Background: an optimization exercise with open tools, aiming at small area. Do not read the settings as production practice. Only simulation tests tie the RTL to the original design; equivalence was not proved. Power is estimated from default activity; no workload was simulated.

==> 03-08: inputs <==
==> flow/design.v (excerpt) <==
module serial_protocol_converter (
    input               clk,
    input               rst_n,
    input [7:0]         cmd_opcode,
    input [15:0]        cmd_addr,
    input [31:0]        cmd_data,
    input               cmd_valid,
    output reg          spi_sclk,
    output reg          spi_mosi,
    input               spi_miso,
    output reg [3:0]    spi_cs,
    input               uart_rx,
    output reg          uart_tx,
    output [7:0]        pwm_out,
    output reg [31:0]   tx_data,
    output reg          tx_en,
    input               tx_done
);
==> flow/config.mk <==
export PLATFORM = sky130hd
export DESIGN_NAME = serial_protocol_converter
export DESIGN_NICKNAME = serial_protocol_converter
export VERILOG_FILES = /design/flow/design.v
export SDC_FILE = /design/flow/constraint.sdc
export NUM_CORES = 4
export LEC_CHECK = 0
export CAP_MARGIN = 0
export CORE_MARGIN = 2
export CORE_UTILIZATION = 70
export CTS_BUF_LIST = sky130_fd_sc_hd__clkbuf_16
export CTS_CLUSTER_DIAMETER = 100
export CTS_CLUSTER_SIZE = 30
export SLEW_MARGIN = 0
==> flow/constraint.sdc <==
create_clock -name core_clock -period 10.0 [get_ports {clk}]
set_input_delay 2.0000 -clock core_clock [delete_from_list [all_inputs] [get_ports {clk}]]
set_output_delay 2.0000 -clock core_clock [all_outputs]
set_load 0.01 [all_outputs]
standard.sh (not shown) runs the stock make flow with config.mk's settings and CLKGATE_MAP_FILE= SYNTH_SCRIPT=/design/flow/synth_recipe.tcl, a recipe that flattens the netlist after the stock synthesis.
==> flow/flow/run.sh <==
#!/bin/bash
# Own layout flow: the standard flow (standard.sh) with three changes.
#  1. After the standard synthesis, flow/polarity.py re-chooses the polarity of
#     the full-adder cells (a full adder is self-dual) so that fewer inverters
#     are needed between them.
#  2. flow/reabc.sh then re-maps the combinational logic between the
#     registers and full-adder cells with an area-oriented ABC script (area.abc).
#     Registers keep their instances, names and cell types.
#  3. Ports are buffered with sky130_fd_sc_hd__buf_1 (every port still gets a
#     buffer, as in the standard flow).
# Each tool's output goes to a log file of its own in this folder.
set -euo pipefail
R=orfs/results/${FLOW_PLATFORM}/serial_protocol_converter/base
bash standard.sh synth > synth.log 2>&1
cp "$R/1_2_yosys.v" "$R/1_2_yosys_std.v"
python3 flow/polarity.py "$R/1_2_yosys_std.v" "$R/1_2_yosys_pol.v" > polarity.log 2>&1
bash flow/reabc.sh "$R/1_2_yosys_pol.v" "$R/1_2_yosys_abc.v" > reabc.log 2>&1
cp "$R/1_2_yosys_abc.v" "$R/1_2_yosys.v"
bash standard.sh BUFFER_PORTS_ARGS="-buffer_cell sky130_fd_sc_hd__buf_1" finish > layout.log 2>&1
==> flow/flow/reabc.sh <==
#!/bin/bash
# usage: reabc.sh IN.v OUT.v
# Re-maps the combinational logic of a mapped netlist with an area-oriented
# ABC script (area.abc). Flip-flops, latches, full-adder cells and tie cells are
# kept as they are (same instances, same names).
set -euo pipefail
D=$(cd "$(dirname "$0")" && pwd)
YOSYS=${YOSYS:-$FLOW_HOME/../tools/install/yosys/bin/yosys}
LIB=$FLOW_HOME/platforms/sky130hd/lib/sky130_fd_sc_hd__tt_025C_1v80.lib
DU=$(sed -n 's/^\(sky130_fd_sc_hd__[a-z0-9_]*\)$/-dont_use \1/p' "$D/dont_use.txt" | tr '\n' ' ')
"$YOSYS" -p "read_liberty -ignore_miss_func $LIB; read_verilog $1; hierarchy -top $FLOW_TOP;
  setattr -mod -set blackbox 1 sky130_fd_sc_hd__*df* sky130_fd_sc_hd__fa_* sky130_fd_sc_hd__conb_* sky130_fd_sc_hd__dl*;
  flatten; opt_clean -purge;
  abc -liberty $LIB $DU -script $D/area.abc -D 10000;
  opt_clean -purge; splitnets; opt_clean -purge;
  hilomap -singleton -hicell sky130_fd_sc_hd__conb_1 HI -locell sky130_fd_sc_hd__conb_1 LO;
  insbuf -buf sky130_fd_sc_hd__buf_1 A X; opt_clean -purge;
  stat -liberty $LIB;
  write_verilog -noattr -noexpr -nohex -nodec $2"
Other scripts of this flow, unchanged in this note and not shown: flow/flow/area.abc, flow/flow/dont_use.txt, flow/flow/polarity.py
==> 01-23 (differences from 03-08) <==
--- a/flow/design.v
+++ b/flow/design.v
@@ -990,16 +990,16 @@
     if (cmd_02) spi_tx_reg  <= cmd_data;
     if (cmd_04) i2c_tx_reg  <= cmd_data;
     if (cmd_06) uart_tx_reg <= cmd_data[7:0];
 end
 reg        spi_busy, spi_oth;
-reg [4:0]  spi_bit_ncnt;      
+reg [4:0]  spi_bit_cnt;
 reg [31:0] spi_shift_reg;
 reg [31:0] spi_rx_reg;       
 reg        spi_rx_v;
 wire spi_idle = ~spi_busy & ~spi_oth;
-wire spi_last = spi_sclk & (spi_bit_ncnt == 5'd31);
+wire spi_last = spi_sclk & (spi_bit_cnt == 5'd0);
 wire spi_load = spi_idle & cmd_02;
 wire spi_step = spi_busy & spi_sclk;
 always @(posedge clk or negedge rst_n) begin
     if (!rst_n) begin
         spi_busy <= 1'b0;
@@ -1014,27 +1014,27 @@
         spi_sclk <= spi_busy & ~spi_sclk;
         if (spi_oth)
             spi_mosi <= 1'b0;
         else if (spi_step)
             spi_mosi <= spi_shift_reg[31];
-        if (spi_oth | (spi_step & (spi_bit_ncnt == 5'd31)))
+        if (spi_oth | (spi_step & (spi_bit_cnt == 5'd0)))
             spi_cs <= 4'hF;
         else if (spi_load)
             spi_cs <= ~(4'b0001 << cmd_addr[1:0]);
-        if (spi_step & (spi_bit_ncnt == 5'd31))
+        if (spi_step & (spi_bit_cnt == 5'd0))
             spi_rx_v <= 1'b1;
     end
 end
 always @(posedge clk) begin
     if (spi_load) begin
         spi_shift_reg <= spi_tx_reg & {32{spi_tx_v}};
-        spi_bit_ncnt  <= 5'd0;
+        spi_bit_cnt   <= 5'd31;
     end else if (spi_step) begin
         spi_shift_reg <= {spi_shift_reg[30:0], spi_miso};
-        spi_bit_ncnt  <= spi_bit_ncnt + 5'd1;
+        spi_bit_cnt   <= spi_bit_cnt - 5'd1;
     end
-    if (spi_step & (spi_bit_ncnt == 5'd31))
+    if (spi_step & (spi_bit_cnt == 5'd0))
         spi_rx_reg <= {spi_shift_reg[30:0], spi_miso};
 end
 reg        i2c_busy;
 reg [7:0]  i2c_cnt;
 reg [31:0] i2c_rx_reg;       
@@ -1107,27 +1107,27 @@
     end
 end
 localparam RX_IDLE = 2'd0, RX_START = 2'd1, RX_DATA = 2'd2, RX_STOP = 2'd3;
 reg        rx_sync0, rx_sync1;
 reg [1:0]  rx_state;
-reg [15:0] urx_ncnt;         
+reg [15:0] urx_cnt;          
 reg [7:0]  rx_shift;         
 reg [7:0]  rx_data;          
 reg        rx_data_v;
-wire [16:0] urx_ic;
-wire [15:0] urx_inc;
-assign urx_ic[0] = 1'b1;
+wire [16:0] urx_bc;
+wire [15:0] urx_dec;
+assign urx_bc[0] = 1'b1;
 genvar rb;
 generate
     for (rb = 0; rb < 16; rb = rb + 1) begin : urx_bits
-        assign urx_inc[rb]  = urx_ncnt[rb] ^ urx_ic[rb];
-        assign urx_ic[rb+1] = urx_ncnt[rb] & urx_ic[rb];
+        assign urx_dec[rb]  = urx_cnt[rb] ^ urx_bc[rb];
+        assign urx_bc[rb+1] = ~urx_cnt[rb] & urx_bc[rb];
     end
 endgenerate
-wire urx_hi0  = (urx_ncnt[15:1] == 15'h7FFF);
-wire urx_zero = urx_hi0 &  urx_ncnt[0];
-wire urx_one  = urx_hi0 & ~urx_ncnt[0];
+wire urx_hi0  = (urx_cnt[15:1] == 15'd0);
+wire urx_zero = urx_hi0 & ~urx_cnt[0];
+wire urx_one  = urx_hi0 &  urx_cnt[0];
 always @(posedge clk or negedge rst_n) begin
     if (!rst_n) begin
         rx_sync0  <= 1'b1;
         rx_sync1  <= 1'b1;
         rx_state  <= RX_IDLE;
@@ -1146,27 +1146,27 @@
         endcase
     end
 end
 always @(posedge clk) begin
     case (rx_state)
-        RX_IDLE: urx_ncnt <= ~{1'b0, uart_div[15:1]};
+        RX_IDLE: urx_cnt <= {1'b0, uart_div[15:1]};
         RX_START: begin
             if (urx_zero) begin
-                urx_ncnt <= ~uart_div;
+                urx_cnt  <= uart_div;
                 rx_shift <= 8'h80;
             end else
-                urx_ncnt <= urx_inc;
+                urx_cnt <= urx_dec;
         end
         RX_DATA: begin
             if (urx_one) begin
-                urx_ncnt <= ~uart_div;
+                urx_cnt  <= uart_div;
                 rx_shift <= {rx_sync1, rx_shift[7:1]};
             end else
-                urx_ncnt <= urx_inc;
+                urx_cnt <= urx_dec;
         end
         default: begin
-            urx_ncnt <= urx_inc;
+            urx_cnt <= urx_dec;
             if (urx_one)
                 rx_data <= rx_shift;
         end
     endcase
 end
--- a/flow/flow/run.sh
+++ b/flow/flow/run.sh
@@ -2,11 +2,11 @@
 # Own layout flow: the standard flow (standard.sh) with three changes.
 #  1. After the standard synthesis, flow/polarity.py re-chooses the polarity of
 #     the full-adder cells (a full adder is self-dual) so that fewer inverters
 #     are needed between them.
 #  2. flow/reabc.sh then re-maps the combinational logic between the
-#     registers and full-adder cells with an area-oriented ABC script (area.abc).
+#     registers and adder cells with an area-oriented ABC script (area.abc).
 #     Registers keep their instances, names and cell types.
 #  3. Ports are buffered with sky130_fd_sc_hd__buf_1 (every port still gets a
 #     buffer, as in the standard flow).
 # Each tool's output goes to a log file of its own in this folder.
 set -euo pipefail
==> flow/flow/reabc.sh (replaced) <==
#!/bin/bash
# usage: reabc.sh IN.v OUT.v
# Re-maps the combinational logic of a mapped netlist with an area-oriented
# ABC script (area.abc). Flip-flops, latches, adder cells and tie cells are
# kept as they are (same instances, same names).
set -euo pipefail
D=$(cd "$(dirname "$0")" && pwd)
YOSYS=${YOSYS:-$FLOW_HOME/../tools/install/yosys/bin/yosys}
LIB=$FLOW_HOME/platforms/sky130hd/lib/sky130_fd_sc_hd__tt_025C_1v80.lib
DU=$(sed -n 's/^\(sky130_fd_sc_hd__[a-z0-9_]*\)$/-dont_use \1/p' "$D/dont_use.txt" | tr '\n' ' ')
"$YOSYS" -p "read_liberty -ignore_miss_func $LIB; read_verilog $1; hierarchy -top $FLOW_TOP;
  setattr -mod -set blackbox 1 sky130_fd_sc_hd__*df* sky130_fd_sc_hd__fa_* sky130_fd_sc_hd__ha_* sky130_fd_sc_hd__conb_* sky130_fd_sc_hd__dl*;
  flatten; opt_clean -purge;
  abc -liberty $LIB $DU -script $D/area.abc -D 10000;
  opt_clean -purge; splitnets; opt_clean -purge;
  hilomap -singleton -hicell sky130_fd_sc_hd__conb_1 HI -locell sky130_fd_sc_hd__conb_1 LO;
  insbuf -buf sky130_fd_sc_hd__buf_1 A X; opt_clean -purge;
  stat -liberty $LIB;
  write_verilog -noattr -noexpr -nohex -nodec $2"
==> flow/config.mk (replaced) <==
export PLATFORM = sky130hd
export DESIGN_NAME = serial_protocol_converter
export DESIGN_NICKNAME = serial_protocol_converter
export VERILOG_FILES = /design/flow/design.v
export SDC_FILE = /design/flow/constraint.sdc
export NUM_CORES = 4
export LEC_CHECK = 0
export CAP_MARGIN = 20
export CORE_MARGIN = 2
export CORE_UTILIZATION = 60
export CTS_BUF_LIST = sky130_fd_sc_hd__clkbuf_16
export CTS_CLUSTER_DIAMETER = 100
export CTS_CLUSTER_SIZE = 30
export SLEW_MARGIN = 20
==> flow_metrics.py <==
metrics = {
    "route": {
        "m1WireLength_um": 39000,
    },
    "timing": {
        "slew_headroom_pct": 27.7,
        "clock.fmax_mhz": 109,
    },
    "finish": {
        "layout-drive-gt1-share_pct": 5.47,
        "seq_area_um2": 19300,
        "nNonClkInverters": 145,
        "multi_input_comb_cells": 1713,
    },
    "global_route": {
        "grt_use_met1_pct": 45.7,
        "grt_max_degree": 80,
    },
    "setup_path": {
        "cp_max_fo": 12,
    },
    "placement": {
        "dp_hpwl_um": 58600,
    },
    "status": {
        "run_status": "complete, no violations",
    },
}
Source of the figures above: 01-23

==> flow_metrics.py <==
metrics = {
    "global_route": {
        "grt_max_degree": 50,
    },
    "finish": {
        "seq_area_um2": 19300,
        "multi_input_comb_cells": 1901,
        "layout-drive-gt1-share_pct": 4.70,
    },
    "setup_path": {
        "cp_max_fo": 15,
        "endpoint": "pwm_ch[6].pwm_nt[14]",
    },
    "status": {
        "run_status": "complete, no violations",
    },
    "timing": {
        "clock.fmax_mhz": 107,
        "slew_headroom_pct": 13.9,
    },
    "clock_tree": {
        "clock_sinks": 710,
    },
    "placement": {
        "dp_hpwl_um": 56300,
    },
}
Source of the figures above: 03-08


========
==> wip/cedar <==
serial_protocol_converter with an RTL version that a note above also has.
Settings: LEC_CHECK=0, CAP_MARGIN=0, CORE_MARGIN=2, CORE_UTILIZATION=70, CTS_BUF_LIST=sky130_fd_sc_hd__clkbuf_16, CTS_CLUSTER_DIAMETER=100, CTS_CLUSTER_SIZE=30, SLEW_MARGIN=0; clock period 10.0 ns.
==> flow/flow/run.sh <==
#!/bin/bash
# Own layout flow: the standard flow (standard.sh) with three changes.
#  1. After the standard synthesis, flow/polarity.py re-chooses the polarity of
#     the full-adder cells (a full adder is self-dual) so that fewer inverters
#     are needed between them.
#  2. flow/reabc.sh then re-maps the combinational logic between the
#     registers and adder cells with an area-oriented ABC script (area.abc).
#     Registers keep their instances, names and cell types.
#  3. Ports are buffered with sky130_fd_sc_hd__buf_1 (every port still gets a
#     buffer, as in the standard flow).
# Each tool's output goes to a log file of its own in this folder.
set -euo pipefail
R=orfs/results/${FLOW_PLATFORM}/serial_protocol_converter/base
bash standard.sh synth > synth.log 2>&1
cp "$R/1_2_yosys.v" "$R/1_2_yosys_std.v"
python3 flow/polarity.py "$R/1_2_yosys_std.v" "$R/1_2_yosys_pol.v" > polarity.log 2>&1
bash flow/reabc.sh "$R/1_2_yosys_pol.v" "$R/1_2_yosys_abc.v" > reabc.log 2>&1
cp "$R/1_2_yosys_abc.v" "$R/1_2_yosys.v"
bash standard.sh BUFFER_PORTS_ARGS="-buffer_cell sky130_fd_sc_hd__buf_1" finish > layout.log 2>&1
==> flow/flow/area.abc <==
&get -n
&st
&dch
&nf -R 1000
&st
&dch
&nf -R 1000
&put
==> flow/flow/dont_use.txt <==
sky130_fd_sc_hd__probe_p_8
sky130_fd_sc_hd__probec_p_8
sky130_fd_sc_hd__lpflow_bleeder_1
sky130_fd_sc_hd__lpflow_clkbufkapwr_1
sky130_fd_sc_hd__lpflow_clkbufkapwr_16
sky130_fd_sc_hd__lpflow_clkbufkapwr_2
sky130_fd_sc_hd__lpflow_clkbufkapwr_4
sky130_fd_sc_hd__lpflow_clkbufkapwr_8
sky130_fd_sc_hd__lpflow_clkinvkapwr_1
sky130_fd_sc_hd__lpflow_clkinvkapwr_16
sky130_fd_sc_hd__lpflow_clkinvkapwr_2
sky130_fd_sc_hd__lpflow_clkinvkapwr_4
sky130_fd_sc_hd__lpflow_clkinvkapwr_8
sky130_fd_sc_hd__lpflow_decapkapwr_12
sky130_fd_sc_hd__lpflow_decapkapwr_3
sky130_fd_sc_hd__lpflow_decapkapwr_4
sky130_fd_sc_hd__lpflow_decapkapwr_6
sky130_fd_sc_hd__lpflow_decapkapwr_8
sky130_fd_sc_hd__lpflow_inputiso0n_1
sky130_fd_sc_hd__lpflow_inputiso0p_1
sky130_fd_sc_hd__lpflow_inputiso1n_1
sky130_fd_sc_hd__lpflow_inputiso1p_1
sky130_fd_sc_hd__lpflow_inputisolatch_1
sky130_fd_sc_hd__lpflow_isobufsrc_1
sky130_fd_sc_hd__lpflow_isobufsrc_16
sky130_fd_sc_hd__lpflow_isobufsrc_2
sky130_fd_sc_hd__lpflow_isobufsrc_4
sky130_fd_sc_hd__lpflow_isobufsrc_8
sky130_fd_sc_hd__lpflow_isobufsrckapwr_16
sky130_fd_sc_hd__lpflow_lsbuf_lh_hl_isowell_tap_1
sky130_fd_sc_hd__lpflow_lsbuf_lh_hl_isowell_tap_2
sky130_fd_sc_hd__lpflow_lsbuf_lh_hl_isowell_tap_4
sky130_fd_sc_hd__lpflow_lsbuf_lh_isowell_4
sky130_fd_sc_hd__lpflow_lsbuf_lh_isowell_tap_1
sky130_fd_sc_hd__lpflow_lsbuf_lh_isowell_tap_2
sky130_fd_sc_hd__lpflow_lsbuf_lh_isowell_tap_4
sky130_fd_sc_hd__fill_1
sky130_fd_sc_hd__fill_2
sky130_fd_sc_hd__fill_4
sky130_fd_sc_hd__fill_8
==> flow/flow/reabc.sh <==
#!/bin/bash
# usage: reabc.sh IN.v OUT.v
# Re-maps the combinational logic of a mapped netlist with an area-oriented
# ABC script (area.abc). Flip-flops, latches, adder cells and tie cells are
# kept as they are (same instances, same names).
set -euo pipefail
D=$(cd "$(dirname "$0")" && pwd)
YOSYS=${YOSYS:-$FLOW_HOME/../tools/install/yosys/bin/yosys}
LIB=$FLOW_HOME/platforms/sky130hd/lib/sky130_fd_sc_hd__tt_025C_1v80.lib
DU=$(sed -n 's/^\(sky130_fd_sc_hd__[a-z0-9_]*\)$/-dont_use \1/p' "$D/dont_use.txt" | tr '\n' ' ')
"$YOSYS" -p "read_liberty -ignore_miss_func $LIB; read_verilog $1; hierarchy -top $FLOW_TOP;
  setattr -mod -set blackbox 1 sky130_fd_sc_hd__*df* sky130_fd_sc_hd__fa_* sky130_fd_sc_hd__ha_* sky130_fd_sc_hd__conb_* sky130_fd_sc_hd__dl*;
  flatten; opt_clean -purge;
  abc -liberty $LIB $DU -script $D/area.abc -D 10000;
  opt_clean -purge; splitnets; opt_clean -purge;
  hilomap -singleton -hicell sky130_fd_sc_hd__conb_1 HI -locell sky130_fd_sc_hd__conb_1 LO;
  insbuf -buf sky130_fd_sc_hd__buf_1 A X; opt_clean -purge;
  stat -liberty $LIB;
  write_verilog -noattr -noexpr -nohex -nodec $2"
Other scripts of this flow, unchanged in this note and not shown: flow/flow/polarity.py
==> wip/sierra: changes against wip/cedar <==
==> flow/flow/run.sh (replaced) <==
#!/bin/bash
# Own layout flow: the standard flow (standard.sh) with two changes.
#  1. After the standard synthesis, flow/polarity.py re-chooses the polarity of
#     the full-adder cells (a full adder is self-dual) so that fewer inverters
#     are needed between them. Registers and logic function are unchanged.
#  2. Ports are buffered with sky130_fd_sc_hd__buf_1 (every port still gets a
#     buffer, as in the standard flow).
# Each tool's output goes to a log file of its own in this folder.
set -euo pipefail
R=orfs/results/${FLOW_PLATFORM}/serial_protocol_converter/base
bash standard.sh synth > synth.log 2>&1
cp "$R/1_2_yosys.v" "$R/1_2_yosys_std.v"
python3 flow/polarity.py "$R/1_2_yosys_std.v" "$R/1_2_yosys_pol.v" > polarity.log 2>&1
mv "$R/1_2_yosys_pol.v" "$R/1_2_yosys.v"
bash standard.sh BUFFER_PORTS_ARGS="-buffer_cell sky130_fd_sc_hd__buf_1" finish > layout.log 2>&1
- CAP_MARGIN: 0 -> 20
- CORE_UTILIZATION: 70 -> 60
- SLEW_MARGIN: 0 -> 20
removed: flow/flow/area.abc
removed: flow/flow/dont_use.txt
removed: flow/flow/reabc.sh
==> wip/tundra: changes against wip/cedar <==
--- a/flow/design.v
+++ b/flow/design.v
@@ -990,16 +990,16 @@
     if (cmd_02) spi_tx_reg  <= cmd_data;
     if (cmd_04) i2c_tx_reg  <= cmd_data;
     if (cmd_06) uart_tx_reg <= cmd_data[7:0];
 end
 reg        spi_busy, spi_oth;
-reg [4:0]  spi_bit_cnt;
+reg [4:0]  spi_bit_ncnt;      
 reg [31:0] spi_shift_reg;
 reg [31:0] spi_rx_reg;       
 reg        spi_rx_v;
 wire spi_idle = ~spi_busy & ~spi_oth;
-wire spi_last = spi_sclk & (spi_bit_cnt == 5'd0);
+wire spi_last = spi_sclk & (spi_bit_ncnt == 5'd31);
 wire spi_load = spi_idle & cmd_02;
 wire spi_step = spi_busy & spi_sclk;
 always @(posedge clk or negedge rst_n) begin
     if (!rst_n) begin
         spi_busy <= 1'b0;
@@ -1014,27 +1014,27 @@
         spi_sclk <= spi_busy & ~spi_sclk;
         if (spi_oth)
             spi_mosi <= 1'b0;
         else if (spi_step)
             spi_mosi <= spi_shift_reg[31];
-        if (spi_oth | (spi_step & (spi_bit_cnt == 5'd0)))
+        if (spi_oth | (spi_step & (spi_bit_ncnt == 5'd31)))
             spi_cs <= 4'hF;
         else if (spi_load)
             spi_cs <= ~(4'b0001 << cmd_addr[1:0]);
-        if (spi_step & (spi_bit_cnt == 5'd0))
+        if (spi_step & (spi_bit_ncnt == 5'd31))
             spi_rx_v <= 1'b1;
     end
 end
 always @(posedge clk) begin
     if (spi_load) begin
         spi_shift_reg <= spi_tx_reg & {32{spi_tx_v}};
-        spi_bit_cnt   <= 5'd31;
+        spi_bit_ncnt  <= 5'd0;
     end else if (spi_step) begin
         spi_shift_reg <= {spi_shift_reg[30:0], spi_miso};
-        spi_bit_cnt   <= spi_bit_cnt - 5'd1;
+        spi_bit_ncnt  <= spi_bit_ncnt + 5'd1;
     end
-    if (spi_step & (spi_bit_cnt == 5'd0))
+    if (spi_step & (spi_bit_ncnt == 5'd31))
         spi_rx_reg <= {spi_shift_reg[30:0], spi_miso};
 end
 reg        i2c_busy;
 reg [7:0]  i2c_cnt;
 reg [31:0] i2c_rx_reg;       
@@ -1107,27 +1107,27 @@
     end
 end
 localparam RX_IDLE = 2'd0, RX_START = 2'd1, RX_DATA = 2'd2, RX_STOP = 2'd3;
 reg        rx_sync0, rx_sync1;
 reg [1:0]  rx_state;
-reg [15:0] urx_cnt;          
+reg [15:0] urx_ncnt;         
 reg [7:0]  rx_shift;         
 reg [7:0]  rx_data;          
 reg        rx_data_v;
-wire [16:0] urx_bc;
-wire [15:0] urx_dec;
-assign urx_bc[0] = 1'b1;
+wire [16:0] urx_ic;
+wire [15:0] urx_inc;
+assign urx_ic[0] = 1'b1;
 genvar rb;
 generate
     for (rb = 0; rb < 16; rb = rb + 1) begin : urx_bits
-        assign urx_dec[rb]  = urx_cnt[rb] ^ urx_bc[rb];
-        assign urx_bc[rb+1] = ~urx_cnt[rb] & urx_bc[rb];
+        assign urx_inc[rb]  = urx_ncnt[rb] ^ urx_ic[rb];
+        assign urx_ic[rb+1] = urx_ncnt[rb] & urx_ic[rb];
     end
 endgenerate
-wire urx_hi0  = (urx_cnt[15:1] == 15'd0);
-wire urx_zero = urx_hi0 & ~urx_cnt[0];
-wire urx_one  = urx_hi0 &  urx_cnt[0];
+wire urx_hi0  = (urx_ncnt[15:1] == 15'h7FFF);
+wire urx_zero = urx_hi0 &  urx_ncnt[0];
+wire urx_one  = urx_hi0 & ~urx_ncnt[0];
 always @(posedge clk or negedge rst_n) begin
     if (!rst_n) begin
         rx_sync0  <= 1'b1;
         rx_sync1  <= 1'b1;
         rx_state  <= RX_IDLE;
@@ -1146,27 +1146,27 @@
         endcase
     end
 end
 always @(posedge clk) begin
     case (rx_state)
-        RX_IDLE: urx_cnt <= {1'b0, uart_div[15:1]};
+        RX_IDLE: urx_ncnt <= ~{1'b0, uart_div[15:1]};
         RX_START: begin
             if (urx_zero) begin
-                urx_cnt  <= uart_div;
+                urx_ncnt <= ~uart_div;
                 rx_shift <= 8'h80;
             end else
-                urx_cnt <= urx_dec;
+                urx_ncnt <= urx_inc;
         end
         RX_DATA: begin
             if (urx_one) begin
-                urx_cnt  <= uart_div;
+                urx_ncnt <= ~uart_div;
                 rx_shift <= {rx_sync1, rx_shift[7:1]};
             end else
-                urx_cnt <= urx_dec;
+                urx_ncnt <= urx_inc;
         end
         default: begin
-            urx_cnt <= urx_dec;
+            urx_ncnt <= urx_inc;
             if (urx_one)
                 rx_data <= rx_shift;
         end
     endcase
 end
- CORE_UTILIZATION: 70 -> 80
==> qor summary <==
	wip/tundra	wip/cedar	wip/sierra
Result of the run	no timing/DRC/antenna violations	no timing/DRC/antenna violations	no timing/DRC/antenna violations
Global-route usage over all layers	0.4258	0.3198	0.2866
Repair and plain buffers	174	193	203
Worst slew margin relative to its limit	0.1128	0.08968	0.3045
Post-layout utilization of the core	0.8717	0.7608	0.6546
Clock latency on the worst-skew pair	640 ps	630 ps	650 ps
Proportion of cell area occupied by multi-input gates	0.3803	0.3763	0.3891
First drt pass iteration count	9	6	8
Highest routing layer actually used	met5	met4	met4
Cell count after synthesis	2,581	2,572	2,824
Antenna violations before repair	3	1	2
Initial standard-cell utilization of the core	0.8129	0.7040	0.6063
Final instance area	35,750 sq um	36,100 sq um	37,690 sq um
Busiest layer in global routing	met2	met1	met2
Total detailed-routing wirelength	91.63 mm	78.66 mm	84.94 mm
Relative area change from synthesis to final layout	7.223%	8.069%	7.956%
Number of buffers inserted during clock tree synthesis	27	28	30
Sequential fraction of design power	0.423	0.421	0.365
Worst-margin pin slew	1331 ps	1365 ps	1038 ps
Most prevalent standard cell on the critical path	sky130_fd_sc_hd__fa_1	sky130_fd_sc_hd__fa_1	sky130_fd_sc_hd__a21oi_1
Max Clock Freq	0.1096 GHz	0.1100 GHz	0.1071 GHz
Met1 Usage GRT	0.5891	0.4849	0.4263
Combinational Power	4760 uW	4910 uW	6350 uW
Sequential portion of the cell area	0.5401	0.5349	0.5123

[afterwards: timing with drivers on the ports]
In the flow no input, the clock included, has a driving cell. The finished layouts below were timed again as built, in two steps. Step 1, drivers: a clkbuf_16 drives clk and a buf_2 each remaining input, both assumed. Step 2 also shifts input and output timing later by t, the mid clock arrival at the registers, as if the neighbouring blocks saw the same clock. Three values: ideal ports, drivers, drivers and shift; two values: the first two.
run | shift t [ns] | slack for setup (ns) | latest minus earliest clock arrival (ns) | worst data-port slew with drivers (ns) | pins driven straight from the clock port
03-08 | 0.682 | 0.672 / 0.707 / 0.025 | 0.019 / 0.020 | 0.08 | 1
01-23 | 0.673 | 0.807 / 0.844 / 0.170 | 0.027 / 0.027 | 0.11 | 1
wip/cedar | 0.674 | 0.906 / 0.942 / 0.268 | 0.038 / 0.038 | 0.10 | 1
wip/sierra | 0.703 | 0.667 / 0.709 / 0.006 | 0.039 / 0.039 | 0.09 | 1
wip/tundra | 0.681 | 0.876 / 0.904 / 0.223 | 0.042 / 0.042 | 0.10 | 1
After both steps setup and hold are still met in every run listed. The setup slack of wip/sierra, which loses most, moves by +0.042 ns with the drivers and by -0.661 ns with both steps.
